Background: an optimization exercise with open tools, aiming at small area and a short achievable clock period. Do not read the settings as production practice. Function was checked by simulation only, so behaviour that the tests miss may differ from the original.

## flow/design.v (module list and top-level ports; edited modules follow where they fit)
// module montgomery_kyber: 1453 lines
// module kfa: 6 lines
// module k_a21bo: 5 lines
// module k_a21oi: 5 lines
// module k_and2: 5 lines
// module k_inv: 5 lines
// module k_nand2: 5 lines
// module k_nor2: 5 lines
// module k_o21ai: 5 lines
// module k_o21bai: 5 lines
// module k_or2: 5 lines
// module k_xnor2: 5 lines
// module k_xor2: 5 lines
module montgomery_kyber(clk, a, b, out);
  // ...
==> flow/flow/run.sh <==
#!/bin/bash
set -euo pipefail
MARGIN=${MARGIN:-5.9}
BUF=${BUF:-sky130_fd_sc_hd__buf_1}
HERE=$(cd "$(dirname "$0")" && pwd)
bash standard.sh "SETUP_SLACK_MARGIN=$MARGIN" \
  "BUFFER_PORTS_ARGS=-buffer_cell $BUF" \
  "PRE_FLOORPLAN_TCL=$HERE/downsize.tcl" finish > flow_make.log 2>&1
==> flow/flow/downsize.tcl <==
# Before floorplanning: set every combinational cell to its smallest drive
# strength (x1) so that repair_timing sizes up only the cells that need it.
# Flip-flops are left as synthesis made them.
set db [ord::get_db]
set n 0
foreach inst [[ord::get_db_block] getInsts] {
  set m [[$inst getMaster] getName]
  if {[regexp {^(sky130_fd_sc_hd__[a-z0-9]+)_([0-9]+)$} $m -> base sz] && $sz > 1 && ![string match "*__df*" $base] && ![string match "*__dl*" $base]} {
    set new [$db findMaster ${base}_1]
    if {$new ne "NULL"} {
      $inst swapMaster $new
      incr n
    }
  }
}
puts "downsize: $n cells set to x1"
==> flow/standard.sh <==
#!/bin/bash
# synth_recipe.tcl (not shown) runs the flow's synth.tcl, then flattens the netlist and writes it again
# the make line also repeats each setting of config.mk as NAME=value (left out here)
make -C /OpenROAD-flow-scripts/flow DESIGN_CONFIG=/design/flow/config.mk WORK_HOME=/design/flow/orfs CLKGATE_MAP_FILE= SYNTH_SCRIPT=/design/flow/synth_recipe.tcl "${@:-finish}"
==> flow/config.mk <==
export PLATFORM = sky130hd
export DESIGN_NAME = montgomery_kyber
export DESIGN_NICKNAME = montgomery_kyber
export VERILOG_FILES = /design/flow/design.v
export SDC_FILE = /design/flow/constraint.sdc
export NUM_CORES = 4
export LEC_CHECK = 0
export CAP_MARGIN = 20
export CORE_MARGIN = 2
export CORE_UTILIZATION = 40
export CTS_BUF_LIST = sky130_fd_sc_hd__clkbuf_4 sky130_fd_sc_hd__clkbuf_8
export SETUP_SLACK_MARGIN = 5
export SLEW_MARGIN = 20
export SYNTH_HIERARCHICAL = 1
export SYNTH_MINIMUM_KEEP_SIZE = 0
==> flow/constraint.sdc <==
create_clock -name core_clock -period 12.0 [get_ports {clk}]
set_input_delay 2.4000 -clock core_clock [delete_from_list [all_inputs] [get_ports {clk}]]
set_output_delay 2.4000 -clock core_clock [all_outputs]
set_load 0.01 [all_outputs]
==> run notes, run 1 <==
outcome=complete, no violations; largest net degree at the start of global routing=14; cell row count=43; Pre-antenna DRT Iters=4; vias in the first global route=4511; Setup TNS=0 ns; synthesized netlist cell count=678; max reg flops=25; I/O Buffers=36; Critical Setup Path Class=primary input to register; GRT met1 Usage=23.9%; initial antenna violation count=0; crit path launch=b[8]; Levels on crit path=14; Initial Util=40.8%; Reg clk slew, reported paths=0.07 ns; final setup violation count=0; max cap viols=0; CP top delay family=adder cells; crit-path max cell delay=0.58 ns; Critical-path top delay cell=fa_1; hpwl dp=10.4 mm; total track usage=17.6%; sequential share of cell area=8.00%; period utilization=49.9%; Hold Slack=2.63 ns; Crit Path Max Fanout=12; Non-CTS buffers=56; largest reg by FF count=r; met1 WL=5.59 mm; Place WS=5.01 ns; most frequent cells in the layout=nand2_1, fa_1, xor2_1, inv_1, nor2_1; global-route wire length before repair=21.2 mm; Slew Viols, Final=0; hold violation total from the final report=0; flip-flop and latch area=522 um2; met3 wire len=582 um; hold depth=3
==> inputs of run 2 (changes only) <==
--- a/flow/design.v
+++ b/flow/design.v
@@ -1266,195 +1266,149 @@
 k_o21ai un629 (.a(n628), .b(n618), .c(n609), .y(n629));
 wire n630;
 k_a21oi un630 (.a(n613), .b(n625), .c(n612), .y(n630));
 wire n631;
 k_o21ai un631 (.a(n620), .b(n618), .c(n619), .y(n631));
 wire n632;
 k_o21bai un632 (.a(n624), .b(n618), .c(n622), .y(n632));
 wire n633;
-k_xor2 un633 (.a(n549), .b(n535), .y(n633));
+k_xnor2 un633 (.a(n549), .b(n535), .y(n633));
 wire n634;
-k_xnor2 un634 (.a(n552), .b(n586), .y(n634));
+k_xor2 un634 (.a(n552), .b(n586), .y(n634));
 wire n635;
-k_xnor2 un635 (.a(n555), .b(n600), .y(n635));
+k_xor2 un635 (.a(n555), .b(n600), .y(n635));
 wire n636;
-k_xor2 un636 (.a(n558), .b(n601), .y(n636));
+k_xnor2 un636 (.a(n558), .b(n601), .y(n636));
 wire n637;
-k_xnor2 un637 (.a(n561), .b(n614), .y(n637));
+k_xor2 un637 (.a(n561), .b(n614), .y(n637));
 wire n638;
-k_xor2 un638 (.a(n564), .b(n616), .y(n638));
+k_xnor2 un638 (.a(n564), .b(n616), .y(n638));
 wire n639;
-k_xor2 un639 (.a(n567), .b(n617), .y(n639));
+k_xnor2 un639 (.a(n567), .b(n617), .y(n639));
 wire n640;
-k_xnor2 un640 (.a(n570), .b(n618), .y(n640));
+k_xor2 un640 (.a(n570), .b(n618), .y(n640));
 wire n641;
-k_xnor2 un641 (.a(n573), .b(n626), .y(n641));
+k_xor2 un641 (.a(n573), .b(n626), .y(n641));
 wire n642;
-k_xor2 un642 (.a(n576), .b(n627), .y(n642));
+k_xnor2 un642 (.a(n576), .b(n627), .y(n642));
 wire n643;
-k_xor2 un643 (.a(n579), .b(n629), .y(n643));
+k_xnor2 un643 (.a(n579), .b(n629), .y(n643));
 wire n644;
-k_xnor2 un644 (.a(n582), .b(n630), .y(n644));
+k_xor2 un644 (.a(n582), .b(n630), .y(n644));
 wire n645;
 k_xor2 un645 (.a(n585), .b(n631), .y(n645));
 wire n646;
-k_nand2 un646 (.a(n633), .b(n645), .y(n646));
+k_nor2 un646 (.a(n634), .b(n633), .y(n646));
 wire n647;
-k_nor2 un647 (.a(n633), .b(n645), .y(n647));
+k_nor2 un647 (.a(n636), .b(n635), .y(n647));
 wire n648;
-k_xor2 un648 (.a(n633), .b(n645), .y(n648));
+k_nor2 un648 (.a(n638), .b(n637), .y(n648));
 wire n649;
-k_nand2 un649 (.a(n641), .b(n645), .y(n649));
+k_nor2 un649 (.a(n640), .b(n639), .y(n649));
 wire n650;
-k_nor2 un650 (.a(n641), .b(n645), .y(n650));
+k_nor2 un650 (.a(n642), .b(n641), .y(n650));
 wire n651;
-k_xor2 un651 (.a(n641), .b(n645), .y(n651));
+k_nand2 un651 (.a(n644), .b(n643), .y(n651));
 wire n652;
-k_nand2 un652 (.a(n643), .b(n645), .y(n652));
+k_inv un652 (.a(n635), .y(n652));
 wire n653;
-k_nor2 un653 (.a(n643), .b(n645), .y(n653));
+k_nand2 un653 (.a(n652), .b(n646), .y(n653));
 wire n654;
-k_xor2 un654 (.a(n643), .b(n645), .y(n654));
+k_nor2 un654 (.a(n635), .b(n634), .y(n654));
 wire n655;
-k_nand2 un655 (.a(n644), .b(n645), .y(n655));
+k_nand2 un655 (.a(n647), .b(n646), .y(n655));
 wire n656;
-k_nor2 un656 (.a(n644), .b(n645), .y(n656));
+k_inv un656 (.a(n634), .y(n656));
 wire n657;
-k_xor2 un657 (.a(n644), .b(n645), .y(n657));
+k_nand2 un657 (.a(n647), .b(n656), .y(n657));
 wire n658;
-k_inv un658 (.a(n634), .y(n658));
+k_inv un658 (.a(n639), .y(n658));
 wire n659;
-k_nor2 un659 (.a(n658), .b(n646), .y(n659));
+k_nand2 un659 (.a(n658), .b(n648), .y(n659));
 wire n660;
-k_nor2 un660 (.a(n658), .b(n647), .y(n660));
+k_nand2 un660 (.a(n649), .b(n648), .y(n660));
 wire n661;
-k_nand2 un661 (.a(n636), .b(n635), .y(n661));
+k_orn2 un661 (.a(n650), .b(n643), .y(n661));
 wire n662;
-k_nand2 un662 (.a(n638), .b(n637), .y(n662));
+k_nor2 un662 (.a(n651), .b(n650), .y(n662));
 wire n663;
-k_nand2 un663 (.a(n640), .b(n639), .y(n663));
+k_nor2 un663 (.a(n637), .b(n655), .y(n663));
 wire n664;
-k_inv un664 (.a(n642), .y(n664));
+k_nor2 un664 (.a(n637), .b(n657), .y(n664));
 wire n665;
-k_nor2 un665 (.a(n664), .b(n649), .y(n665));
+k_inv un665 (.a(n655), .y(n665));
 wire n666;
-k_nor2 un666 (.a(n664), .b(n650), .y(n666));
+k_nand2 un666 (.a(n648), .b(n665), .y(n666));
 wire n667;
-k_o21ai un667 (.a(n656), .b(n652), .c(n655), .y(n667));
+k_inv un667 (.a(n657), .y(n667));
 wire n668;
-k_nor2 un668 (.a(n656), .b(n653), .y(n668));
+k_nand2 un668 (.a(n648), .b(n667), .y(n668));
 wire n669;
-k_nand2 un669 (.a(n635), .b(n659), .y(n669));
+k_nor2 un669 (.a(n659), .b(n655), .y(n669));
 wire n670;
-k_nand2 un670 (.a(n635), .b(n660), .y(n670));
+k_nor2 un670 (.a(n659), .b(n657), .y(n670));
 wire n671;
-k_inv un671 (.a(n661), .y(n671));
+k_nor2 un671 (.a(n660), .b(n655), .y(n671));
 wire n672;
-k_nand2 un672 (.a(n671), .b(n659), .y(n672));
+k_nor2 un672 (.a(n660), .b(n657), .y(n672));
 wire n673;
-k_nand2 un673 (.a(n671), .b(n660), .y(n673));
+k_orn2 un673 (.a(n671), .b(n641), .y(n673));
 wire n674;
-k_inv un674 (.a(n639), .y(n674));
+k_inv un674 (.a(n642), .y(n674));
 wire n675;
-k_nor2 un675 (.a(n674), .b(n662), .y(n675));
+k_a21oi un675 (.a(n674), .b(n671), .c(n650), .y(n675));
 wire n676;
-k_nor2 un676 (.a(n663), .b(n662), .y(n676));
+k_nand2 un676 (.a(n674), .b(n672), .y(n676));
 wire n677;
-k_inv un677 (.a(n665), .y(n677));
+k_a21oi un677 (.a(n674), .b(n671), .c(n661), .y(n677));
 wire n678;
-k_o21ai un678 (.a(n653), .b(n677), .c(n652), .y(n678));
+k_nand2 un678 (.a(n674), .b(n672), .y(n678));
 wire n679;
-k_inv un679 (.a(n653), .y(n679));
+k_inv un679 (.a(n671), .y(n679));
 wire n680;
-k_nand2 un680 (.a(n679), .b(n666), .y(n680));
+k_o21ai un680 (.a(n642), .b(n679), .c(n662), .y(n680));
 wire n681;
-k_a21oi un681 (.a(n668), .b(n665), .c(n667), .y(n681));
+k_nand2 un681 (.a(n674), .b(n672), .y(n681));
 wire n682;
-k_nand2 un682 (.a(n668), .b(n666), .y(n682));
+k_xnor2 un682 (.a(n634), .b(n633), .y(n682));
 wire n683;
-k_inv un683 (.a(n637), .y(n683));
+k_xor2 un683 (.a(n635), .b(n646), .y(n683));
 wire n684;
-k_nor2 un684 (.a(n683), .b(n672), .y(n684));
+k_xnor2 un684 (.a(n636), .b(n653), .y(n684));
 wire n685;
-k_nor2 un685 (.a(n683), .b(n673), .y(n685));
+k_xnor2 un685 (.a(n637), .b(n655), .y(n685));
 wire n686;
-k_nor2 un686 (.a(n662), .b(n672), .y(n686));
+k_xor2 un686 (.a(n638), .b(n663), .y(n686));
 wire n687;
-k_nor2 un687 (.a(n662), .b(n673), .y(n687));
+k_xnor2 un687 (.a(n639), .b(n666), .y(n687));
 wire n688;
-k_inv un688 (.a(n675), .y(n688));
+k_xor2 un688 (.a(n640), .b(n669), .y(n688));
 wire n689;
-k_nor2 un689 (.a(n688), .b(n672), .y(n689));
+k_xnor2 un689 (.a(n641), .b(n671), .y(n689));
 wire n690;
-k_nor2 un690 (.a(n688), .b(n673), .y(n690));
+k_xor2 un690 (.a(n642), .b(n673), .y(n690));
 wire n691;
-k_inv un691 (.a(n676), .y(n691));
+k_xor2 un691 (.a(n643), .b(n675), .y(n691));
 wire n692;
-k_nor2 un692 (.a(n691), .b(n672), .y(n692));
+k_xor2 un692 (.a(n644), .b(n677), .y(n692));
 wire n693;
-k_nor2 un693 (.a(n691), .b(n673), .y(n693));
-wire n694;
-k_inv un694 (.a(n692), .y(n694));
-wire n695;
-k_o21ai un695 (.a(n650), .b(n694), .c(n649), .y(n695));
-wire n696;
-k_inv un696 (.a(n650), .y(n696));
-wire n697;
-k_nand2 un697 (.a(n696), .b(n693), .y(n697));
-wire n698;
-k_a21oi un698 (.a(n666), .b(n692), .c(n665), .y(n698));
-wire n699;
-k_nand2 un699 (.a(n666), .b(n693), .y(n699));
-wire n700;
-k_inv un700 (.a(n680), .y(n700));
-wire n701;
-k_a21oi un701 (.a(n700), .b(n692), .c(n678), .y(n701));
-wire n702;
-k_nand2 un702 (.a(n700), .b(n693), .y(n702));
-wire n703;
-k_o21ai un703 (.a(n682), .b(n694), .c(n681), .y(n703));
-wire n704;
-k_inv un704 (.a(n682), .y(n704));
-wire n705;
-k_nand2 un705 (.a(n704), .b(n693), .y(n705));
-wire n706;
-k_xnor2 un706 (.a(n634), .b(n646), .y(n706));
-wire n707;
-k_xor2 un707 (.a(n635), .b(n659), .y(n707));
-wire n708;
-k_xnor2 un708 (.a(n636), .b(n669), .y(n708));
-wire n709;
-k_xnor2 un709 (.a(n637), .b(n672), .y(n709));
-wire n710;
-k_xor2 un710 (.a(n638), .b(n684), .y(n710));
-wire n711;
-k_xor2 un711 (.a(n639), .b(n686), .y(n711));
-wire n712;
-k_xor2 un712 (.a(n640), .b(n689), .y(n712));
-wire n713;
-k_xor2 un713 (.a(n651), .b(n692), .y(n713));
-wire n714;
-k_xor2 un714 (.a(n642), .b(n695), .y(n714));
-wire n715;
-k_xnor2 un715 (.a(n654), .b(n698), .y(n715));
-wire n716;
-k_xnor2 un716 (.a(n657), .b(n701), .y(n716));
-assign out[0] = n648;
-assign out[1] = n706;
-assign out[2] = n707;
-assign out[3] = n708;
-assign out[4] = n709;
-assign out[5] = n710;
-assign out[6] = n711;
-assign out[7] = n712;
-assign out[8] = n713;
-assign out[9] = n714;
-assign out[10] = n715;
-assign out[11] = n716;
+k_inv un693 (.a(n633), .y(n693));
+k_mux2i uo0 (.s(n645), .a(n633), .b(n693), .y(out[0]));
+k_mux2i uo1 (.s(n645), .a(n634), .b(n682), .y(out[1]));
+k_mux2i uo2 (.s(n645), .a(n635), .b(n683), .y(out[2]));
+k_mux2i uo3 (.s(n645), .a(n636), .b(n684), .y(out[3]));
+k_mux2i uo4 (.s(n645), .a(n637), .b(n685), .y(out[4]));
+k_mux2i uo5 (.s(n645), .a(n638), .b(n686), .y(out[5]));
+k_mux2i uo6 (.s(n645), .a(n639), .b(n687), .y(out[6]));
+k_mux2i uo7 (.s(n645), .a(n640), .b(n688), .y(out[7]));
+k_mux2i uo8 (.s(n645), .a(n641), .b(n689), .y(out[8]));
+k_mux2i uo9 (.s(n645), .a(n642), .b(n690), .y(out[9]));
+k_mux2i uo10 (.s(n645), .a(n643), .b(n691), .y(out[10]));
+k_mux2i uo11 (.s(n645), .a(n644), .b(n692), .y(out[11]));
 endmodule
 module kfa(a, b, c, s, co);
 input a, b, c;
 output s, co;
 assign s = a ^ b ^ c;
 assign co = (a & b) | (a & c) | (b & c);
 endmodule
 module k_a21bo(a, b, c, y);
@@ -1472,16 +1426,21 @@
 output y;
 assign y = a & b;
 endmodule
 module k_inv(a, y);
 input a;
 output y;
 assign y = ~a;
 endmodule
+module k_mux2i(s, a, b, y);
+input s, a, b;
+output y;
+assign y = ~(s ? b : a);
+endmodule
 module k_nand2(a, b, y);
 input a, b;
 output y;
 assign y = ~(a & b);
 endmodule
 module k_nor2(a, b, y);
 input a, b;
 output y;
@@ -1497,16 +1456,21 @@
 output y;
 assign y = ~((a | b) & ~c);
 endmodule
 module k_or2(a, b, y);
 input a, b;
 output y;
 assign y = a | b;
 endmodule
+module k_orn2(a, b, y);
+input a, b;
+output y;
+assign y = a | ~b;
+endmodule
 module k_xnor2(a, b, y);
 input a, b;
 output y;
 assign y = ~(a ^ b);
 endmodule
 module k_xor2(a, b, y);
 input a, b;
 output y;
==> flow/flow/run.sh (replaced) <==
#!/bin/bash
set -euo pipefail
MARGIN=${MARGIN:-5.75}
BUF=${BUF:-sky130_fd_sc_hd__buf_1}
RECOVER=${RECOVER:-0}
bash standard.sh "SETUP_SLACK_MARGIN=$MARGIN" \
  "BUFFER_PORTS_ARGS=-buffer_cell $BUF" "RECOVER_POWER=$RECOVER" finish > flow_make.log 2>&1
removed: flow/flow/downsize.tcl
==> run 2 against run 1 <==
  * Setup slack worse by 0.065 ns
  * Clock-buffer cell count down 1
  * Critical path depth up 1
  * Utilization down 2.6 points
  * Non-clock buffer count down 18
  * Final cell count down 2.1%
  * Global-route usage down 0.49 points
  * Sequential cell count unchanged
==> run notes, run 2 <==
outcome=complete, no violations (unchanged); most area-hungry cell type in the Yosys netlist=fa_1; total track usage=17.1% (was 17.6%); final cell count without fillers=887 (was 906); cell row count=44 (was 43); synthesized netlist cell count=661 (was 678); Initial Util=40.5% (was 40.8%); ranking of synthesized cells by area=fa_1, nand2_1, dfxtp_1; CTS tree=yes (unchanged); Pre-antenna DRT Iters=4 (unchanged); worst path arrival time=6.21 ns (was 6.17 ns); Post-Syn Area per Cell=8.79 um2; clock buffer depth=2 (unchanged); Post-Place Cells=882 (unchanged); Regs by FF count=r x25 (unchanged); share of post-route cells with drive strength above 1=12.1% (was 14.7%); Simple-Gate Fraction of Synth Area=19.4%; most common cell in the netlist=nand2_1; CP endpoint kind=register (unchanged); largest reg by FF count=r (unchanged); Reg clk slew, reported paths=0.08 ns (was 0.07 ns); Compound-Gate Fraction of Synth Area=8.50%; Post-Syn Nets=812 (was 829); Crit Path Max Fanout=12 (unchanged); largest family of logic cells by synthesized area=adder cells; CTS sink count=25 (unchanged); adder-cell share of the synthesized area=43.4%; XOR/XNOR share of the synthesized area=14.8%; I/O Buffers=36 (unchanged); worst slew pin tran=0.680 ns (was 0.619 ns); Slew headroom=54.6% (was 58.7%); Critical Setup Path Class=primary input to register (unchanged); initial antenna violation count=0 (unchanged); post-synthesis sequential area ratio=8.61%; Routed Antenna Nets=0 (unchanged); final setup violation count=0 (unchanged); post-synthesis mux area share=2.07%; H-tree depth=1 (unchanged); Hold Startpoint=a[0] (unchanged); Die Wd=125 um (was 123 um); vias in the first global route=4741 (was 4511); Layout Utilization=44.4% (was 47.0%); share of the synthesized area in the top cell type=43.4%; Die Y=125 um (was 123 um); most frequent cells in the layout=nand2_1, fa_1, xor2_1, inv_1, nor2_1 (unchanged); Cell variety after synth=15; startpoint type of the worst setup path=primary input (unchanged); Nets=855 (was 878); grt ovf=0 (unchanged); hpwl dp=10.9 mm (was 10.4 mm); P&R area growth vs syn=9.71%; Ports=37 (unchanged); Fmax=165 MHz (was 167 MHz); max cap viols=0 (unchanged); Setup TNS=0 ns (unchanged); routed vias=4369 (was 4373); worst min path class=primary input to register (unchanged); Yosys reg bits=25; hold violation total from the final report=0 (unchanged); most common cell after layout, fill and taps aside=nand2_1 (unchanged); largest net degree at the start of global routing=15 (was 14); RSZ-0062 raised after global routing=no (was yes); Hold Slack=2.62 ns (was 2.63 ns); GRT met1 Usage=22.6% (was 23.9%); CORE AREA=14400 um2 (was 13900 um2); min Tclk post-route=6.06 ns (was 5.99 ns); Async S/R FF share, synth=0%; top cells by count, synth=nand2_1, fa_1, xor2_1; CTS Root Cell=clkbuf_8 (unchanged); TritonCTS Buffers=3 (unchanged); # diodes=0 (unchanged); Slew Viols, Final=0 (unchanged); DR iter-0 viols=188 (was 160); gpl congestion=0.882 (was 0.866); period utilization=50.5% (was 49.9%); Yosys warning total=7 (unchanged); max reg flops=25 (unchanged); Remaining DRCs=0 (unchanged); CP required=12.15 ns (was 12.18 ns); vias per cell=4.93 (was 4.83); ys flop type=dfxtp_1; GRT met3 Usage=0.644% (was 1.80%); post-detailed-route wirelength per cell=14.4 um (was 13.8 um); die area=15500 um2 (was 15100 um2); cell area after synthesis=5810 um2; gr busiest metal=met2 (unchanged); Routed WL=12.8 mm (was 12.5 mm); Post-synth EDFFs=0; global-route wire length before repair=22.1 mm (was 21.2 mm); grt met2 use=30.6% (about the same); crit path launch=a[3] (was b[8])
## run 2: cell count changes in the layout (fill, tap and decap cells not counted), moves of 7 or more
cell,delta
a21oi_2,+30
a21oi_1,-28
buf_4,-20
mux2i_1,+12
dfxtp_1,+8
fa_1,+7
fa_2,-7
## run 2: final timing paths
path / endpoint / slack [ns] / depth (start not counted)
max: r[23]$_DFF_P_ / 5.94 / 15
min: r[0]$_DFF_P_ / 2.62 / 3
## run 2: per-layer routing
metal,vias to the layer above,share of wire (%)
li1,2103,-
met1,2122,44
met2,123,49
met3,21,5.1
met4,0,1.8
met5,-,0
## run 2: kinds of logic after synthesis
kind of cell	after synthesis
and+or+nand+nor	284
muxes	12
DFF	25
xor gates and xnor gates	98
buffers and inverters	51
AOI/OAI and AO/OA	65
adders and majority gates	126
## run 2: worst max-delay path, cell delays in order
cell      delay [ns]
clkbuf_4        0.21
nand2_1         0.11
fa_1            0.47
fa_1            0.52
fa_1            0.44
fa_1            0.52
fa_1            0.46
nand2_1         0.14
nand2_1         0.16
nor2_4          0.18
nand2_1         0.11
o21ai_4         0.19
inv_1           0.06
o21ai_1         0.16
xnor2_1         0.08
## run 2: final cells by class
type	count	area [um2]
sequential	25	504
timing repair buffer	38	204
inverter	51	191
multi-input combinational	585	5200
clock inverter	1	5.00
fill	1388	7990
tap	184	230
clock buffer	3	41.3
## run 2: through the flow
| stage | instance area, um2 | setup WS [ns] |
|---|---|---|
| 4_1_cts | 6260 | 5.78 |
| 5_1_grt | 6380 | 5.74 |
| 3_3_place_gp | 6190 | 5.19 |
| 6_report | 6380 | 5.94 |
| 2_1_floorplan | 5810 | 5.94 |
| 3_5_place_dp | 6190 | 5.10 |
## run 2: per-module statistics from Yosys, one instance, submodules excluded, a selection
module	cells inside	area [um2]	copies in the design
k_xor2	1	8.76	57
k_orn2	1	6.26	2
kfa	1	20.0	126
montgomery_kyber	25	500	1
k_or2	1	6.26	18
k_nor2	1	3.75	54
k_mux2i	1	10.0	12
k_and2	1	6.26	4
k_inv	1	3.75	51
k_nand2	1	3.75	206
k_xnor2	1	8.76	41
k_a21bo	1	10.0	2
## run 2: repair_timing
| item | 4_1_cts | 5_1_grt |
|---|---|---|
| hold buffers | 0 | 0 |
| cloned | 0 | 0 |
| buffers inserted | 0 | 1 |
| hold endpoints to repair | 0 | 0 |
| setup endpoints to repair | 11 | 14 |
| resized for setup | 21 | 32 |
==> inputs of run 3 (changes only) <==
==> flow/flow/run.sh (replaced) <==
#!/bin/bash
set -euo pipefail
MARGIN=${MARGIN:-5.75}
BUF=${BUF:-sky130_fd_sc_hd__buf_2}
RECOVER=${RECOVER:-0}
bash standard.sh "SETUP_SLACK_MARGIN=$MARGIN" \
  "BUFFER_PORTS_ARGS=-buffer_cell $BUF" "RECOVER_POWER=$RECOVER" finish > flow_make.log 2>&1
==> run 3 against run 2 <==
  * Clock-buffer cell count is 1 higher
  * Fmax is 0.13% higher
  * Die area stayed put
  * Worst hold slack better by 0.0098 ns
  * First-iteration DRC count is 4.8% higher
  * Sequential share of layout area hardly changed
  * Critical path depth stayed put
  * Design area is 0.22% higher
  * Critical endpoint unchanged
  * Via count hardly changed
  * Utilization is 0.096 points higher
==> run notes, run 3 <==
period utilization=50.4% (was 50.5%); grt ovf=0 (unchanged); clock buffer depth=2 (unchanged); share of post-route cells with drive strength above 1=13.7% (was 12.1%); max cap viols=0 (unchanged); RSZ-0062 raised after global routing=yes (was no); Setup TNS=0 ns (unchanged); H-tree depth=1 (unchanged); Fmax=165 MHz (about the same); Ports=37 (unchanged); Cell variety after synth=15 (unchanged); Yosys warning total=7 (unchanged); Slew headroom=58.2% (was 54.6%); Reg clk slew, reported paths=0.07 ns (was 0.08 ns); Slew Viols, Final=0 (unchanged); top cells by count, synth=nand2_1, fa_1, xor2_1 (unchanged); Die Wd=125 um (unchanged); worst min path class=primary input to register (unchanged); initial antenna violation count=0 (unchanged); startpoint type of the worst setup path=primary input (unchanged); worst path arrival time=6.23 ns (was 6.21 ns); I/O Buffers=36 (unchanged); CP endpoint kind=register (unchanged); Regs by FF count=r x25 (unchanged); CP required=12.18 ns (was 12.15 ns); vias per cell=4.92 (was 4.93); global-route wire length before repair=22.0 mm (was 22.1 mm); largest reg by FF count=r (unchanged); Routed Antenna Nets=0 (unchanged); die area=15500 um2 (unchanged); met3 wire len=676 um (was 657 um); final setup violation count=0 (unchanged); share of the synthesized area in the top cell type=43.4% (unchanged); cell area after synthesis=5810 um2 (unchanged); hold violation total from the final report=0 (unchanged); largest net degree at the start of global routing=14 (was 15); Async S/R FF share, synth=0% (unchanged); Top Metal Used=met4 (unchanged); Final WS setup=5.95 ns (was 5.94 ns); DR iter-0 viols=197 (was 188); gpl congestion=0.908 (was 0.882); Post-CTS Hold Buffers=0 (unchanged); ranking of synthesized cells by area=fa_1, nand2_1, dfxtp_1 (unchanged); # diodes=0 (unchanged); Post-Syn Area per Cell=8.79 um2 (unchanged); met2 WL post-DR=6.15 mm (was 6.30 mm); routed vias=4367 (was 4369); most frequent cells in the layout=nand2_1, fa_1, xor2_1, inv_1, nor2_1 (unchanged); TritonCTS Buffers=3 (unchanged); Nets=855 (unchanged); CTS tree=yes (unchanged); P&R area growth vs syn=9.94% (was 9.71%); Remaining DRCs=0 (unchanged); Yosys reg bits=25 (unchanged); outcome=complete, no violations (unchanged); Fillers=1412 (was 1388); Critical Setup Path Class=primary input to register (unchanged); most common cell after layout, fill and taps aside=nand2_1 (unchanged); Crit Path Max Fanout=12 (unchanged); met1 WL=5.64 mm (was 5.57 mm); Pre-antenna DRT Iters=5 (was 4); Initial Util=40.5% (unchanged); most area-hungry cell type in the Yosys netlist=fa_1 (unchanged); post-synthesis sequential area ratio=8.61% (unchanged); worst slew pin tran=0.622 ns (was 0.680 ns); CTS sink count=25 (unchanged); most common cell in the netlist=nand2_1 (unchanged); total track usage=17.0% (was 17.1%); min Tclk post-route=6.05 ns (was 6.06 ns); post-detailed-route wirelength per cell=14.4 um (about the same); ys flop type=dfxtp_1 (unchanged); Post-synth EDFFs=0 (unchanged); Routed WL=12.8 mm (about the same); hpwl dp=10.9 mm (about the same); Post-Syn Nets=812 (unchanged); Die Y=125 um (unchanged); Place WS=5.38 ns (was 5.10 ns); cell row count=44 (unchanged); synthesized netlist cell count=661 (unchanged); CORE AREA=14400 um2 (unchanged); max reg flops=25 (unchanged); vias in the first global route=4670 (was 4741); CTS Root Cell=clkbuf_8 (unchanged)
-- run 3: what timing repair did --
| item | 4_1_cts | 5_1_grt |
|---|---|---|
| buffers inserted | 0 | 1 |
| resized for setup | 3 | 25 |
| setup endpoints to repair | 3 | 10 |
| pin swaps | 0 | 1 |
-- run 3: critical path, cell delays in order --
cell and delay [ns]:
buf_2 0.23, nand2_1 0.12, fa_1 0.46, fa_1 0.45, fa_1 0.51, fa_1 0.43, fa_1 0.49, nand2_1 0.14
nand2_1 0.15, nor2_4 0.17, nand2_1 0.11, o21ai_4 0.19, inv_1 0.06, o21ai_1 0.16, xnor2_1 0.13
-- run 3: cell families after synthesis --
group | share of synthesized area, %
adder cells (fa/ha/maj) | 43.4
AO/OA/AOI/OAI | 8.50
XOR/XNOR | 14.8
buffers and inverters | 3.29
flip-flops | 8.61
AND/OR/NAND/NOR | 19.4
multiplexers | 2.07
-- run 3: metrics by stage --
step	instance area [um2]	util, %	cells	hold slack, ns
final	6390	44.5	887	2.63
after CTS	6290	43.8	886	2.64
after floorplan	5810	-	661	2.59
after global routing	6390	44.5	887	2.67
after global placement	6230	43.4	882	2.92
after detailed placement	6230	43.4	882	2.92
-- run 3: area by class of cell --
type                       count  area, um2  share of cell area (%)
timing repair buffer          38        218                    3.41
tap                          184        230                    3.60
sequential                    25        504                    7.89
inverter                      51        191                    3.00
multi-input combinational    585       5200                    81.3
clock buffer                   4       48.8                   0.764
-- run 3: worst paths after layout --
check / start / end / cells after the start
setup / recovery: a[2] / r[23]$_DFF_P_ / 15
hold / removal: a[0] / r[0]$_DFF_P_ / 3
-- run 3: per-layer routing --
metal | up-vias | GRT usage, %
met5 | - | 0
met1 | 2112 | 23.0
met3 | 19 | 0.988
li1 | 2100 | -
met2 | 136 | 29.5
met4 | 0 | 5.22
-- run 3: Yosys stat by module, one instance, submodules excluded, excerpt --
module / flip-flops and latches / copies in the design / cell area [um2] / cells inside
k_orn2: 0 / 2 / 6.26 / 1
k_xor2: 0 / 57 / 8.76 / 1
k_o21bai: 0 / 2 / 7.51 / 1
k_nor2: 0 / 54 / 3.75 / 1
k_mux2i: 0 / 12 / 10.0 / 1
kfa: 0 / 126 / 20.0 / 1
k_a21bo: 0 / 2 / 10.0 / 1
k_or2: 0 / 18 / 6.26 / 1
montgomery_kyber: 25 / 1 / 500 / 25
==> inputs of run 4 (changes only) <==
==> flow/flow/run.sh (replaced) <==
#!/bin/bash
set -euo pipefail
MARGIN=${MARGIN:-5.9}
BUF=${BUF:-sky130_fd_sc_hd__buf_1}
RECOVER=${RECOVER:-0}
bash standard.sh "SETUP_SLACK_MARGIN=$MARGIN" \
  "BUFFER_PORTS_ARGS=-buffer_cell $BUF" "RECOVER_POWER=$RECOVER" finish > flow_make.log 2>&1
==> run 4 against run 3 <==
  * Utilization increased by 1.2 points
  * Design area up 2.8%
  * First-iteration DRC count down 14%
  * Wire length increased by 2.3%
  * Highest routed layer unchanged
  * Fmax up 1.3%
  * Synthesized cell count did not move
  * Worst hold slack worse by 0.043 ns
==> run notes, run 4 <==
outcome=complete, no violations (unchanged); post-synthesis sequential area ratio=8.61% (unchanged); synthesized netlist cell count=661 (unchanged); startpoint type of the worst setup path=primary input (unchanged); Fillers=1372 (was 1412); max reg flops=25 (unchanged); Cell variety after synth=15 (unchanged); period utilization=49.7% (was 50.4%); worst path arrival time=6.12 ns (was 6.23 ns); CTS sink count=25 (unchanged); hold violation total from the final report=0 (unchanged); TritonCTS Buffers=3 (unchanged); crit path launch=b[7] (was a[2]); Critical Setup Path Class=primary input to register (unchanged); Crit Path Max Fanout=12 (unchanged); worst min path class=primary input to register (unchanged); largest reg by FF count=r (unchanged); routed vias=4436 (was 4367); Hold Slack=2.59 ns (was 2.63 ns); hpwl dp=10.9 mm (about the same); CORE AREA=14400 um2 (unchanged); vias per cell=4.95 (was 4.92); Ports=37 (unchanged); Async S/R FF share, synth=0% (unchanged); Yosys reg bits=25 (unchanged); final cell count without fillers=897 (was 887); DR iter-0 viols=170 (was 197); Regs by FF count=r x25 (unchanged); final setup violation count=0 (unchanged); most area-hungry cell type in the Yosys netlist=fa_1 (unchanged); CP endpoint=r[15]$_DFF_P_ (was r[23]$_DFF_P_); Post-Place Cells=882 (unchanged); CP required=12.15 ns (was 12.18 ns); RSZ-0062 raised after global routing=yes (unchanged); CTS tree=yes (unchanged); Die Wd=125 um (unchanged); Post-synth EDFFs=0 (unchanged); min Tclk post-route=5.97 ns (was 6.05 ns); Routed Antenna Nets=0 (unchanged); CTS Root Cell=clkbuf_8 (unchanged); Yosys warning total=7 (unchanged); Initial Util=40.5% (unchanged); Post-Syn Area per Cell=8.79 um2 (unchanged); hold depth=3 (unchanged); Fmax=168 MHz (was 165 MHz); grt ovf=0 (unchanged); Hold Startpoint=a[0] (unchanged); top cells by count, synth=nand2_1, fa_1, xor2_1 (unchanged); Slew Viols, Final=0 (unchanged); H-tree depth=1 (unchanged); Remaining DRCs=0 (unchanged); P&R area growth vs syn=13.0% (was 9.94%); ys flop type=dfxtp_1 (unchanged); cell area after synthesis=5810 um2 (unchanged); Setup TNS=0 ns (unchanged); most common cell after layout, fill and taps aside=nand2_1 (unchanged); clock buffer depth=2 (unchanged); most common cell in the netlist=nand2_1 (unchanged); die area=15500 um2 (unchanged); ranking of synthesized cells by area=fa_1, nand2_1, dfxtp_1 (unchanged); Post-Syn Nets=812 (unchanged); Die Y=125 um (unchanged); Routed WL=13.1 mm (was 12.8 mm); Pre-antenna DRT Iters=5 (unchanged); initial antenna violation count=0 (unchanged); CP endpoint kind=register (unchanged); Nets=865 (was 855); I/O Buffers=36 (unchanged); Post-CTS Hold Buffers=0 (unchanged); vias in the first global route=4758 (was 4670); gpl congestion=0.882 (was 0.908); cell row count=44 (unchanged); share of the synthesized area in the top cell type=43.4% (unchanged); Design Area, Final=6570 um2 (was 6390 um2); Slew headroom=62.1% (was 58.2%); global-route wire length before repair=22.1 mm (was 22.0 mm); max cap viols=0 (unchanged); Reg clk slew, reported paths=0.08 ns (was 0.07 ns); post-detailed-route wirelength per cell=14.5 um (was 14.4 um); largest net degree at the start of global routing=15 (was 14); # diodes=0 (unchanged); share of post-route cells with drive strength above 1=16.4% (was 13.7%); placed cell area=6190 um2 (was 6230 um2); most frequent cells in the layout=nand2_1, fa_1, xor2_1, inv_1, nor2_1 (unchanged); worst slew pin tran=0.564 ns (was 0.622 ns); total track usage=17.1% (was 17.0%)
[run 4: repair_timing]
action                                  CTS  global route
resized for setup                        28            71
endpoints found under the setup margin   15            15
setup buffers                             0            11
pin swaps                                 0            10
[run 4: critical path: stages]
cell and delay, ns:
clkbuf_4 0.21, nand2_1 0.10, fa_1 0.53, fa_1 0.42
fa_1 0.40, fa_1 0.49, fa_2 0.58, nand2_1 0.09
a21oi_2 0.16, o21ai_2 0.08, a21oi_4 0.25, buf_4 0.17
o21ai_1 0.07, xnor2_1 0.13
[run 4: routing by layer]
metal  up-vias  part of all wire [%]  GRT usage [%]
met4         0                   2.1           4.96
met2       103                    50           30.8
met5         -                     0              0
li1       2126                     -              -
met3        21                   3.4          0.644
met1      2186                    44           22.6
[run 4: cell type report]
class                           instances  area, um2  share of cell area [%]
Clock inverter                          1       5.00                  0.0762
Sequential cell                        25        520                    7.93
Multi-Input combinational cell        585       5270                    80.3
Timing Repair Buffer                   48        307                    4.67
Clock buffer                            3       41.3                   0.629
Tap cell                              184        230                    3.51
Inverter                               51        191                    2.91
[run 4: per-module statistics from Yosys, one instance, submodules excluded, excerpt]
module	cell area, um2	times used	cells inside	flops+latches
k_and2	6.26	4	1	0
k_xor2	8.76	57	1	0
k_inv	3.75	51	1	0
k_o21ai	5.00	20	1	0
k_a21bo	10.0	2	1	0
k_nor2	3.75	54	1	0
k_xnor2	8.76	41	1	0
kfa	20.0	126	1	0
montgomery_kyber	500	1	25	25
[run 4: logic make-up (layout without fill, tap and decap cells)]
family	Yosys count	count (layout)	synth area share (%)
mux	12	12	2.07
xor+xnor	98	98	14.8
flops	25	25	8.61
simple gates	284	284	19.4
fa+ha+maj	126	126	43.4
buf+inv	51	103	3.29
compound gates	65	65	8.50
[run 4: worst min-delay path by stage]
| stage | end | slack [ns] |
|---|---|---|
| 6_report | r[0]$_DFF_P_ | 2.59 |
| 5_1_grt | r[0]$_DFF_P_ | 2.64 |
| 3_3_place_gp | r[0]$_DFF_P_ | 3.07 |
| 2_1_floorplan | r[0]$_DFF_P_ | 2.59 |
| 3_5_place_dp | r[0]$_DFF_P_ | 3.06 |
| 4_1_cts | r[0]$_DFF_P_ | 2.64 |
[run 4: metrics by stage]
stage	utilization [%]	worst slack (ns)
6_report	45.7	6.03
5_1_grt	45.7	5.85
4_1_cts	43.8	5.89
3_5_place_dp	43.1	5.10
3_3_place_gp	43.1	5.19
2_1_floorplan	-	5.94
==> inputs of run 5 (changes only) <==
==> flow/flow/run.sh (replaced) <==
#!/bin/bash
set -euo pipefail
MARGIN=${MARGIN:-5.9}
BUF=${BUF:-sky130_fd_sc_hd__buf_1}
HERE=$(cd "$(dirname "$0")" && pwd)
bash standard.sh "SETUP_SLACK_MARGIN=$MARGIN" \
  "BUFFER_PORTS_ARGS=-buffer_cell $BUF" \
  "PRE_FLOORPLAN_TCL=$HERE/downsize.tcl" finish > flow_make.log 2>&1
==> flow/flow/downsize.tcl (new file) <==
# Before floorplanning: set every combinational cell to its smallest drive
# strength (x1) so that repair_timing sizes up only the cells that need it.
# Flip-flops are left as synthesis made them.
set db [ord::get_db]
set n 0
foreach inst [[ord::get_db_block] getInsts] {
  set m [[$inst getMaster] getName]
  if {[regexp {^(sky130_fd_sc_hd__[a-z0-9]+)_([0-9]+)$} $m -> base sz] && $sz > 1 && ![string match "*__df*" $base] && ![string match "*__dl*" $base]} {
    set new [$db findMaster ${base}_1]
    if {$new ne "NULL"} {
      $inst swapMaster $new
      incr n
    }
  }
}
puts "downsize: $n cells set to x1"
==> run 5 against run 4 <==
  * Critical endpoint is now r[23]$_DFF_P_
  * Still clean
  * First-iteration DRC count rose by 19%
==> run notes, run 5 <==
outcome=complete, no violations (unchanged); Hold EP=r[0]$_DFF_P_ (unchanged); die area=15100 um2 (was 15500 um2); Reg clk slew, reported paths=0.07 ns (was 0.08 ns); hold depth=3 (unchanged); Post-Syn Nets=812 (unchanged); CTS tree=yes (unchanged); Slew Viols, Final=0 (unchanged); CP endpoint kind=register (unchanged); vias per cell=4.85 (was 4.95); initial antenna violation count=0 (unchanged); Regs by FF count=r x25 (unchanged); Hold Startpoint=a[0] (unchanged); clock buffer depth=2 (unchanged); startpoint type of the worst setup path=primary input (unchanged); worst path arrival time=6.22 ns (was 6.12 ns); Die Y=123 um (was 125 um); Die Wd=123 um (was 125 um); synthesized netlist cell count=661 (unchanged); worst min path class=primary input to register (unchanged); Ports=37 (unchanged); Slew headroom=57.8% (was 62.1%); Remaining DRCs=0 (unchanged); largest net degree at the start of global routing=14 (was 15); cell row count=43 (was 44); CTS Root Cell=clkbuf_8 (unchanged); RSZ-0062 raised after global routing=yes (unchanged); CORE AREA=13800 um2 (was 14400 um2); gpl congestion=0.857 (was 0.882); period utilization=50.3% (was 49.7%); Multi-input gate area=5070 um2 (was 5270 um2); # diodes=0 (unchanged); max reg flops=25 (unchanged); Critical Setup Path Class=primary input to register (unchanged); most frequent cells in the layout=nand2_1, fa_1, xor2_1, nor2_1, inv_1 (was nand2_1, fa_1, xor2_1, inv_1, nor2_1); grt ovf=0 (unchanged); max cap viols=0 (unchanged); Fillers=1328 (was 1372); total track usage=17.1% (about the same); vias in the first global route=4372 (was 4758); post-detailed-route wirelength per cell=13.8 um (was 14.5 um); min Tclk post-route=6.03 ns (was 5.97 ns); Initial Util=40.9% (was 40.5%); TritonCTS Buffers=3 (unchanged); DR iter-0 viols=202 (was 170); Routed WL=12.3 mm (was 13.1 mm); flip-flop and latch area=515 um2 (was 520 um2); hold violation total from the final report=0 (unchanged); share of post-route cells with drive strength above 1=9.32% (was 16.4%); final setup violation count=0 (unchanged); I/O Buffers=36 (unchanged); most common cell after layout, fill and taps aside=nand2_1 (unchanged); largest reg by FF count=r (unchanged); Nets=860 (was 865); Setup TNS=0 ns (unchanged); global-route wire length before repair=20.6 mm (was 22.1 mm); hpwl dp=10.4 mm (was 10.9 mm); H-tree depth=1 (unchanged); Routed Antenna Nets=0 (unchanged); Crit Path Max Fanout=12 (unchanged); Fmax=166 MHz (was 168 MHz); CP required=12.19 ns (was 12.15 ns); Pre-antenna DRT Iters=4 (was 5); CTS sink count=25 (unchanged); Yosys warning total=7 (unchanged); Hold Slack=2.65 ns (was 2.59 ns); worst slew pin tran=0.628 ns (was 0.564 ns); routed vias=4311 (was 4436)
[run 5: area by class of cell]
| class | count | share of cell area [%] |
|---|---|---|
| multi-input combinational | 585 | 80.4 |
| sequential | 25 | 8.17 |
| timing repair buffer | 43 | 4.03 |
| tap | 180 | 3.57 |
| inverter | 51 | 3.03 |
| clock buffer | 4 | 0.774 |
[run 5: through the flow]
stage | instances | cell area, um2 | setup slack [ns] | utilization [%]
2_1_floorplan | 661 | 5660 | 5.95 | -
3_3_place_gp | 878 | 6030 | 5.19 | 43.6
3_5_place_dp | 878 | 6030 | 5.08 | 43.6
4_1_cts | 883 | 6140 | 5.92 | 44.4
5_1_grt | 888 | 6310 | 5.85 | 45.6
6_report | 888 | 6310 | 5.97 | 45.6
[run 5: how the worst max path moves through the flow]
stage / start / end / slack [ns] / depth (start not counted)
2_1_floorplan: a[0] / r[23]$_DFF_P_ / 5.95 / 14
3_3_place_gp: b[8] / r[23]$_DFF_P_ / 5.19 / 15
3_5_place_dp: b[11] / r[22]$_DFF_P_ / 5.08 / 14
4_1_cts: r[4]$_DFF_P_ / out[11] / 5.92 / 15
5_1_grt: b[11] / r[23]$_DFF_P_ / 5.85 / 15
6_report: b[11] / r[23]$_DFF_P_ / 5.97 / 15
[run 5: repair_timing]
action,4_1_cts,5_1_grt
endpoints found under the setup margin,15,13
buffers inserted,1,5
resized for setup,28,47
pin swaps,1,5
hold buffers,0,0
[run 5: routing by layer]
| metal | share of wire [%] | routed length [um] | global-route usage (%) |
|---|---|---|---|
| met5 | 0 | 0 | 0 |
| met4 | 1.3 | 165 | 3.52 |
| met3 | 3.6 | 443 | 0.830 |
| met2 | 48 | 5860 | 29.7 |
| met1 | 47 | 5780 | 23.9 |
[run 5: worst max-delay path, cell delays in order]
cell and delay (ns):
clkbuf_4 0.20, nand2_1 0.10, fa_1 0.56, fa_1 0.44
fa_1 0.41, fa_1 0.51, fa_1 0.45, nor2_1 0.26
a21oi_4 0.12, o21ai_4 0.22, a21oi_2 0.11, o21ai_4 0.09
inv_1 0.06, o21ai_1 0.16, xnor2_1 0.13
==> inputs of run 6 (changes only) <==
--- a/flow/flow/run.sh
+++ b/flow/flow/run.sh
@@ -1,6 +1,6 @@
 #!/bin/bash
 set -euo pipefail
-MARGIN=${MARGIN:-5.9}
+MARGIN=${MARGIN:-5.82}
 BUF=${BUF:-sky130_fd_sc_hd__buf_1}
 HERE=$(cd "$(dirname "$0")" && pwd)
 bash standard.sh "SETUP_SLACK_MARGIN=$MARGIN" \
==> run 6 against run 5 <==
  * Still clean
  * Via count fell by 0.42%
  * Critical path depth did not move
  * Sequential cell count did not move
  * Sequential share of layout area barely moved
  * Die area did not move
  * Clock-buffer cell count did not move
  * Design area fell by 1.2%
  * Utilization fell by 0.55 points
  * Largest cell class unchanged
==> run notes, run 6 <==
CTS Root Cell=clkbuf_8 (unchanged); Regs by FF count=r x25 (unchanged); die area=15100 um2 (unchanged); crit-path most repeated cell=fa_1 (unchanged); largest reg by FF count=r (unchanged); global-route wire length before repair=20.6 mm (about the same); Crit Path Max Fanout=12 (unchanged); most frequent cells in the layout=nand2_1, fa_1, xor2_1, nor2_1, inv_1 (unchanged); largest net degree at the start of global routing=14 (unchanged); post-detailed-route wirelength per cell=13.5 um (was 13.8 um); DR iter-0 viols=180 (was 202); worst-path cell chain=buf_2 -> nand2_1 -> fa_1 -> fa_1 -> fa_1 -> fa_1 -> fa_1 -> nand2_1 -> nand2_1 -> nor2_1 -> a21oi_4 -> o21ai_2 -> inv_1 -> o21ai_1 -> xnor2_1 (was clkbuf_4 -> nand2_1 -> fa_1 -> fa_1 -> fa_1 -> fa_1 -> fa_1 -> nor2_1 -> a21oi_4 -> o21ai_4 -> a21oi_2 -> o21ai_4 -> inv_1 -> o21ai_1 -> xnor2_1); most common cell after layout, fill and taps aside=nand2_1 (unchanged); vias per cell=4.83 (was 4.85); final setup violation count=0 (unchanged); CP top delay family=adder cells (unchanged); Critical-path top delay cell=fa_1 (unchanged); initial antenna violation count=0 (unchanged); worst min path class=primary input to register (unchanged); CP endpoint kind=register (unchanged); Post-Syn Nets=812 (unchanged); routed vias=4293 (was 4311); cell row count=43 (unchanged); H-tree depth=1 (unchanged); Yosys warning total=7 (unchanged); vias in the first global route=4372 (unchanged); Initial Util=40.9% (unchanged); min Tclk post-route=6.02 ns (was 6.03 ns); Nets=860 (unchanged); outcome=complete, no violations (unchanged); synthesized netlist cell count=661 (unchanged); Ports=37 (unchanged); hpwl dp=10.4 mm (unchanged); crit-path max cell delay=0.54 ns (was 0.56 ns); Critical Setup Path Class=primary input to register (unchanged); Slew headroom=57.3% (was 57.8%); Remaining DRCs=0 (unchanged); Setup TNS=0 ns (unchanged); Multi-input gate area=5020 um2 (was 5070 um2); CP required=12.19 ns (about the same); hold violation total from the final report=0 (unchanged); Hold EP=r[0]$_DFF_P_ (unchanged); Die Y=123 um (unchanged); Fmax=166 MHz (about the same); worst path arrival time=6.21 ns (was 6.22 ns); Reg clk slew, reported paths=0.07 ns (about the same); Post-CTS Hold Buffers=0 (unchanged); hold depth=3 (unchanged); max reg flops=25 (unchanged); flip-flop and latch area=507 um2 (was 515 um2); crit path launch=b[9] (was b[11]); max cap viols=0 (unchanged); grt ovf=0 (unchanged); CTS tree=yes (unchanged); startpoint type of the worst setup path=primary input (unchanged); period utilization=50.2% (was 50.3%); TritonCTS Buffers=3 (unchanged); RSZ-0062 raised after global routing=yes (unchanged); Worst Path Buf+Inv=2 (unchanged); Routed WL=11.9 mm (was 12.3 mm); Die Wd=123 um (unchanged); Pre-antenna DRT Iters=4 (unchanged); Hold Startpoint=a[0] (unchanged); Fillers=1335 (was 1328); total track usage=17.1% (about the same); I/O Buffers=36 (unchanged); gpl congestion=0.857 (unchanged); Routed Antenna Nets=0 (unchanged); Slew Viols, Final=0 (unchanged); # diodes=0 (unchanged); share of post-route cells with drive strength above 1=6.64% (was 9.32%); clock buffer depth=2 (unchanged); CORE AREA=13800 um2 (unchanged); worst slew pin tran=0.640 ns (was 0.628 ns); CTS sink count=25 (unchanged)
==> run 6: routing by layer <==
metal | vias up | routed length, um | global-route usage (%)
met5 | - | 0 | 0
met4 | 0 | 140 | 3.52
met1 | 2073 | 5740 | 23.9
met3 | 8 | 446 | 0.830
met2 | 94 | 5620 | 29.6
li1 | 2118 | - | -
==> run 6: worst min-delay path, stage by stage <==
cell      delay [ns]
clkbuf_4        0.19
nand2_1         0.19
inv_1           0.09
==> run 6: layout make-up <==
type / count / share of cell area [%]
Clock buffer: 4 / 0.783
Inverter: 51 / 3.07
Multi-Input combinational cell: 585 / 80.6
Sequential cell: 25 / 8.13
Tap cell: 180 / 3.61
Timing Repair Buffer: 43 / 3.81
==> run 6: through the flow <==
step / setup slack, ns / hold slack, ns / cells / cell area, um2 / utilization, %
after detailed placement: 5.08 / 3.06 / 878 / 6030 / 43.6
after CTS: 5.83 / 2.66 / 883 / 6120 / 44.3
final: 5.98 / 2.65 / 888 / 6230 / 45.1
after global placement: 5.19 / 3.04 / 878 / 6030 / 43.6
after global routing: 5.79 / 2.70 / 888 / 6230 / 45.1
after floorplan: 5.95 / 2.59 / 661 / 5660 / -
==> run 6: worst max path at each step <==
stage                               end  cells after the start
after detailed placement  r[22]$_DFF_P_                     14
after global placement    r[23]$_DFF_P_                     15
after CTS                 r[22]$_DFF_P_                     14
after floorplan           r[23]$_DFF_P_                     14
final                     r[23]$_DFF_P_                     15
after global routing      r[22]$_DFF_P_                     14
==> run 6: timing repair <==
item                       in CTS  in global routing
setup endpoints to repair      15                 13
hold endpoints to repair        0                  0
setup buffers                   1                  5
resized for setup              24                 24
pin swaps                       1                  3
==> inputs of run 7 (changes only) <==
--- a/flow/flow/run.sh
+++ b/flow/flow/run.sh
@@ -1,6 +1,6 @@
 #!/bin/bash
 set -euo pipefail
-MARGIN=${MARGIN:-5.82}
+MARGIN=${MARGIN:-5.6}
 BUF=${BUF:-sky130_fd_sc_hd__buf_1}
 HERE=$(cd "$(dirname "$0")" && pwd)
 bash standard.sh "SETUP_SLACK_MARGIN=$MARGIN" \
==> run 7 against run 6 <==
  * Still clean
  * Final cell count decreased by 0.45%
  * Clock-buffer cell count stayed put
  * Setup slack lost 0.18 ns
  * First-iteration DRC count is 18% higher
  * Worst hold slack gained 0.066 ns
  * Critical path depth is the same
  * Wire length down 0.44%
  * Sequential share of layout area is essentially flat
  * Critical endpoint unchanged
==> run notes, run 7 <==
outcome=complete, no violations (unchanged); CP endpoint kind=register (unchanged); Critical-path top delay cell=fa_1 (unchanged); most frequent cells in the layout=nand2_1, fa_1, xor2_1, nor2_1, inv_1 (unchanged); Yosys warning total=7 (unchanged); global-route wire length before repair=20.5 mm (was 20.6 mm); met2 WL post-DR=5.53 mm (was 5.62 mm); Pre-antenna DRT Iters=5 (was 4); worst path arrival time=6.38 ns (was 6.21 ns); worst slew pin tran=0.654 ns (was 0.640 ns); Routed WL=11.9 mm (about the same); Ports=37 (unchanged); CTS Root Cell=clkbuf_8 (unchanged); worst-path cell chain=buf_2 -> nand2_1 -> fa_1 -> fa_1 -> fa_1 -> fa_1 -> fa_1 -> nor2_1 -> a21oi_2 -> o21ai_1 -> a21oi_1 -> o21ai_1 -> inv_1 -> o21ai_1 -> xnor2_1 (was buf_2 -> nand2_1 -> fa_1 -> fa_1 -> fa_1 -> fa_1 -> fa_1 -> nand2_1 -> nand2_1 -> nor2_1 -> a21oi_4 -> o21ai_2 -> inv_1 -> o21ai_1 -> xnor2_1); crit-path max cell delay=0.59 ns (was 0.54 ns); Initial Util=40.9% (unchanged); Setup TNS=0 ns (unchanged); total track usage=17.0% (was 17.1%); synthesized netlist cell count=661 (unchanged); max cap viols=0 (unchanged); met3 wire len=471 um (was 446 um); die area=15100 um2 (unchanged); Remaining DRCs=0 (unchanged); Nets=856 (was 860); DR iter-0 viols=212 (was 180); final setup violation count=0 (unchanged); gpl congestion=0.857 (unchanged); min Tclk post-route=6.19 ns (was 6.02 ns); CORE AREA=13800 um2 (unchanged); Worst Path Buf+Inv=2 (unchanged); Slew headroom=56.4% (was 57.3%); Fillers=1339 (was 1335); TritonCTS Buffers=3 (unchanged); Die Wd=123 um (unchanged); H-tree depth=1 (unchanged); Critical Setup Path Class=primary input to register (unchanged); cell row count=43 (unchanged); largest reg by FF count=r (unchanged); routed vias=4251 (was 4293); flip-flop and latch area=502 um2 (was 507 um2); Top Metal Used=met4 (unchanged); grt ovf=0 (unchanged); Crit Path Max Fanout=12 (unchanged); RSZ-0062 raised after global routing=yes (unchanged); CP required=12.19 ns (about the same); largest net degree at the start of global routing=14 (unchanged); startpoint type of the worst setup path=primary input (unchanged); hold violation total from the final report=0 (unchanged); share of post-route cells with drive strength above 1=4.69% (was 6.64%); Post-Syn Nets=812 (unchanged); vias in the first global route=4354 (was 4372); crit-path most repeated cell=fa_1 (unchanged); most common cell after layout, fill and taps aside=nand2_1 (unchanged); Die Y=123 um (unchanged); vias per cell=4.81 (was 4.83); met1 WL=5.74 mm (about the same); # diodes=0 (unchanged); Hold Slack=2.72 ns (was 2.65 ns); hpwl dp=10.4 mm (unchanged); worst min path class=primary input to register (unchanged); post-detailed-route wirelength per cell=13.5 um (about the same); Regs by FF count=r x25 (unchanged); clock buffer depth=2 (unchanged); initial antenna violation count=0 (unchanged); CTS tree=yes (unchanged); I/O Buffers=36 (unchanged); Routed Antenna Nets=0 (unchanged); max reg flops=25 (unchanged); CP top delay family=adder cells (unchanged); period utilization=51.6% (was 50.2%); Multi-input gate area=4990 um2 (was 5020 um2); Fmax=161 MHz (was 166 MHz); CTS sink count=25 (unchanged); Reg clk slew, reported paths=0.07 ns (about the same); Slew Viols, Final=0 (unchanged)
-- run 7: through the flow --
step | setup slack, ns | util [%] | cells | area, um2
2_1_floorplan | 5.95 | - | 661 | 5660
3_3_place_gp | 5.19 | 43.6 | 878 | 6030
3_5_place_dp | 5.08 | 43.6 | 878 | 6030
4_1_cts | 5.60 | 44.1 | 882 | 6100
5_1_grt | 5.56 | 44.4 | 884 | 6140
6_report | 5.81 | 44.4 | 884 | 6140
-- run 7: area by class of cell --
type,count,area share [%]
multi-input combinational,585,81.3
sequential,25,8.17
tap,180,3.67
inverter,51,3.12
timing repair buffer,39,2.95
clock buffer,4,0.795
-- run 7: routing by layer --
layer / track usage (%) / up-vias
met5: 0 / -
met4: 3.52 / 0
met3: 0.830 / 10
met2: 29.4 / 105
met1: 23.9 / 2030
li1: - / 2106
-- run 7: repair_timing --
item / in CTS / in global routing
setup buffers: 0 / 2
resized for setup: 14 / 12
pin swaps: 0 / 2
endpoints found under the setup margin: 7 / 14
hold buffers: 0 / 0
-- run 7: worst min-delay path, cell delays in order --
cell and delay, ns:
clkbuf_2 0.19, nand2_1 0.25, inv_1 0.07
-- run 7: path summary, 6_finish.rpt --
check,startpoint,to,slack (ns),cells after the start
hold / removal,a[0],r[0]$_DFF_P_,2.72,3
setup / recovery,b[11],r[23]$_DFF_P_,5.81,15
==> inputs of run 8 (changes only) <==
--- a/flow/flow/run.sh
+++ b/flow/flow/run.sh
@@ -1,6 +1,6 @@
 #!/bin/bash
 set -euo pipefail
-MARGIN=${MARGIN:-5.6}
+MARGIN=${MARGIN:-5.75}
 BUF=${BUF:-sky130_fd_sc_hd__buf_1}
 HERE=$(cd "$(dirname "$0")" && pwd)
 bash standard.sh "SETUP_SLACK_MARGIN=$MARGIN" \
==> run 8 against run 7 <==
  * Still clean
  * Utilization grew 0.51 points
  * Setup slack better by 0.15 ns
  * Final cell count rose by 0.45%
  * Synthesized cell count unchanged
==> run notes, run 8 <==
cell row count=43 (unchanged); worst path arrival time=6.23 ns (was 6.38 ns); most frequent cells in the layout=nand2_1, fa_1, xor2_1, nor2_1, inv_1 (unchanged); global-route wire length before repair=20.5 mm (unchanged); Die Y=123 um (unchanged); post-detailed-route wirelength per cell=13.5 um (about the same); Post-Place Cells=878 (unchanged); Initial Util=40.9% (unchanged); synthesized netlist cell count=661 (unchanged); # diodes=0 (unchanged); Post-Syn Nets=812 (unchanged); period utilization=50.4% (was 51.6%); CP endpoint kind=register (unchanged); outcome=complete, no violations (unchanged); Yosys warning total=7 (unchanged); total track usage=17.0% (unchanged); Fmax=165 MHz (was 161 MHz); Die Wd=123 um (unchanged); most common cell after layout, fill and taps aside=nand2_1 (unchanged); Post-CTS Hold Buffers=0 (unchanged); Final WS setup=5.95 ns (was 5.81 ns); gpl congestion=0.857 (unchanged); initial antenna violation count=0 (unchanged); RSZ-0062 raised after global routing=no (was yes); CTS sink count=25 (unchanged); Regs by FF count=r x25 (unchanged); Hold Startpoint=a[0] (unchanged); crit path launch=b[10] (was b[11]); hold violation total from the final report=0 (unchanged); Routed WL=12.0 mm (was 11.9 mm); Slew headroom=57.8% (was 56.4%); vias per cell=4.82 (was 4.81); Design Area, Final=6210 um2 (was 6140 um2); Setup TNS=0 ns (unchanged); H-tree depth=1 (unchanged); Fillers=1339 (unchanged); grt ovf=0 (unchanged); routed vias=4282 (was 4251); max reg flops=25 (unchanged); Slew Viols, Final=0 (unchanged); final cell count without fillers=888 (was 884); Place WS=5.08 ns (unchanged); worst slew pin tran=0.629 ns (was 0.654 ns); Ports=37 (unchanged); hpwl dp=10.4 mm (unchanged); max cap viols=0 (unchanged); largest net degree at the start of global routing=14 (unchanged); Critical Setup Path Class=primary input to register (unchanged); largest reg by FF count=r (unchanged); final setup violation count=0 (unchanged); worst min path class=primary input to register (unchanged); TritonCTS Buffers=3 (unchanged); clock buffer depth=2 (unchanged); share of post-route cells with drive strength above 1=6.21% (was 4.69%); I/O Buffers=36 (unchanged); CP required=12.19 ns (about the same); Routed Antenna Nets=0 (unchanged); placed cell area=6030 um2 (unchanged); CORE AREA=13800 um2 (unchanged); Nets=860 (was 856); min Tclk post-route=6.05 ns (was 6.19 ns); CTS tree=yes (unchanged); Remaining DRCs=0 (unchanged); startpoint type of the worst setup path=primary input (unchanged); die area=15100 um2 (unchanged); CTS Root Cell=clkbuf_8 (unchanged); Crit Path Max Fanout=12 (unchanged); vias in the first global route=4354 (unchanged); Reg clk slew, reported paths=0.07 ns (about the same); Pre-antenna DRT Iters=5 (unchanged); DR iter-0 viols=208 (was 212)
-- run 8: worst paths after layout --
path	end	slack, ns	cells after the start
setup / recovery	r[23]$_DFF_P_	5.95	15
hold / removal	r[0]$_DFF_P_	2.67	3
-- run 8: critical path: stages --
cell and delay [ns]:
buf_2 0.23, nand2_1 0.12, fa_1 0.57, fa_1 0.44
fa_1 0.40, fa_1 0.52, fa_1 0.47, nand2_1 0.13
nand2_1 0.08, nor2_1 0.18, a21oi_4 0.12, o21ai_2 0.24
inv_1 0.06, o21ai_1 0.16, xnor2_1 0.13
-- run 8: routing by layer --
metal	share of wire (%)	vias up	track usage (%)	wire length [um]
met5	0	-	0	0
met4	1.2	0	3.52	140
met3	3.7	8	0.830	444
met2	47	99	29.4	5610
met1	48	2059	23.9	5770
li1	-	2116	-	-
-- run 8: layout make-up --
cell class / instances / area (um2) / area share [%]
multi-input combinational: 585 / 5020 / 80.8
sequential: 25 / 503 / 8.10
timing repair buffer: 43 / 225 / 3.63
tap: 180 / 225 / 3.63
inverter: 51 / 191 / 3.08
clock buffer: 4 / 48.8 / 0.786
-- run 8: repair_timing --
action,CTS,global route
gates resized for setup,22,17
endpoints found under the setup margin,13,11
buffers inserted,0,6
endpoints found under the hold margin,0,0
pin swaps,0,2
-- run 8: through the flow --
stage	hold WS, ns	utilization (%)
finish	2.67	44.9
global route	2.72	44.9
CTS	2.66	44.2
detailed placement	3.06	43.6
global placement	3.04	43.6
floorplan	2.59	-

separate check: timing with driven ports:
No port has a modelled driver above. Below, the same layouts with a new extraction and two added sets of constraints. Step 1 sets driving cells, clkbuf_16 on the clock port and buf_2 on the other inputs (assumed; they add their load-dependent delay and slew). Step 2 times the ports against the registers' clock, not the clock port: input delays grow and output delays shrink by t, the midpoint of the rising clock arrivals with the driver on. a / b / c = no drivers / after step 1 / after step 2; a / b = the first two.
run	t (ns)	setup slack, ns	worst slew at a driven data input, ns
run 1	0.277	6.008 / 6.011 / 5.734	0.04
run 2	0.281	5.942 / 5.949 / 5.668	0.03
run 3	0.280	5.950 / 5.959 / 5.679	0.03
run 4	0.280	6.031 / 6.036 / 5.755	0.04
run 5	0.281	5.966 / 5.973 / 5.692	0.03
run 6	0.281	5.982 / 5.987 / 5.705	0.03
run 7	0.281	5.806 / 5.815 / 5.534	0.03
run 8	0.281	5.953 / 5.958 / 5.677	0.03
After both steps setup and hold are still met in every run listed. For run 6, which loses most, drivers alone change the setup slack by +0.005 ns; drivers and shift together by -0.277 ns.
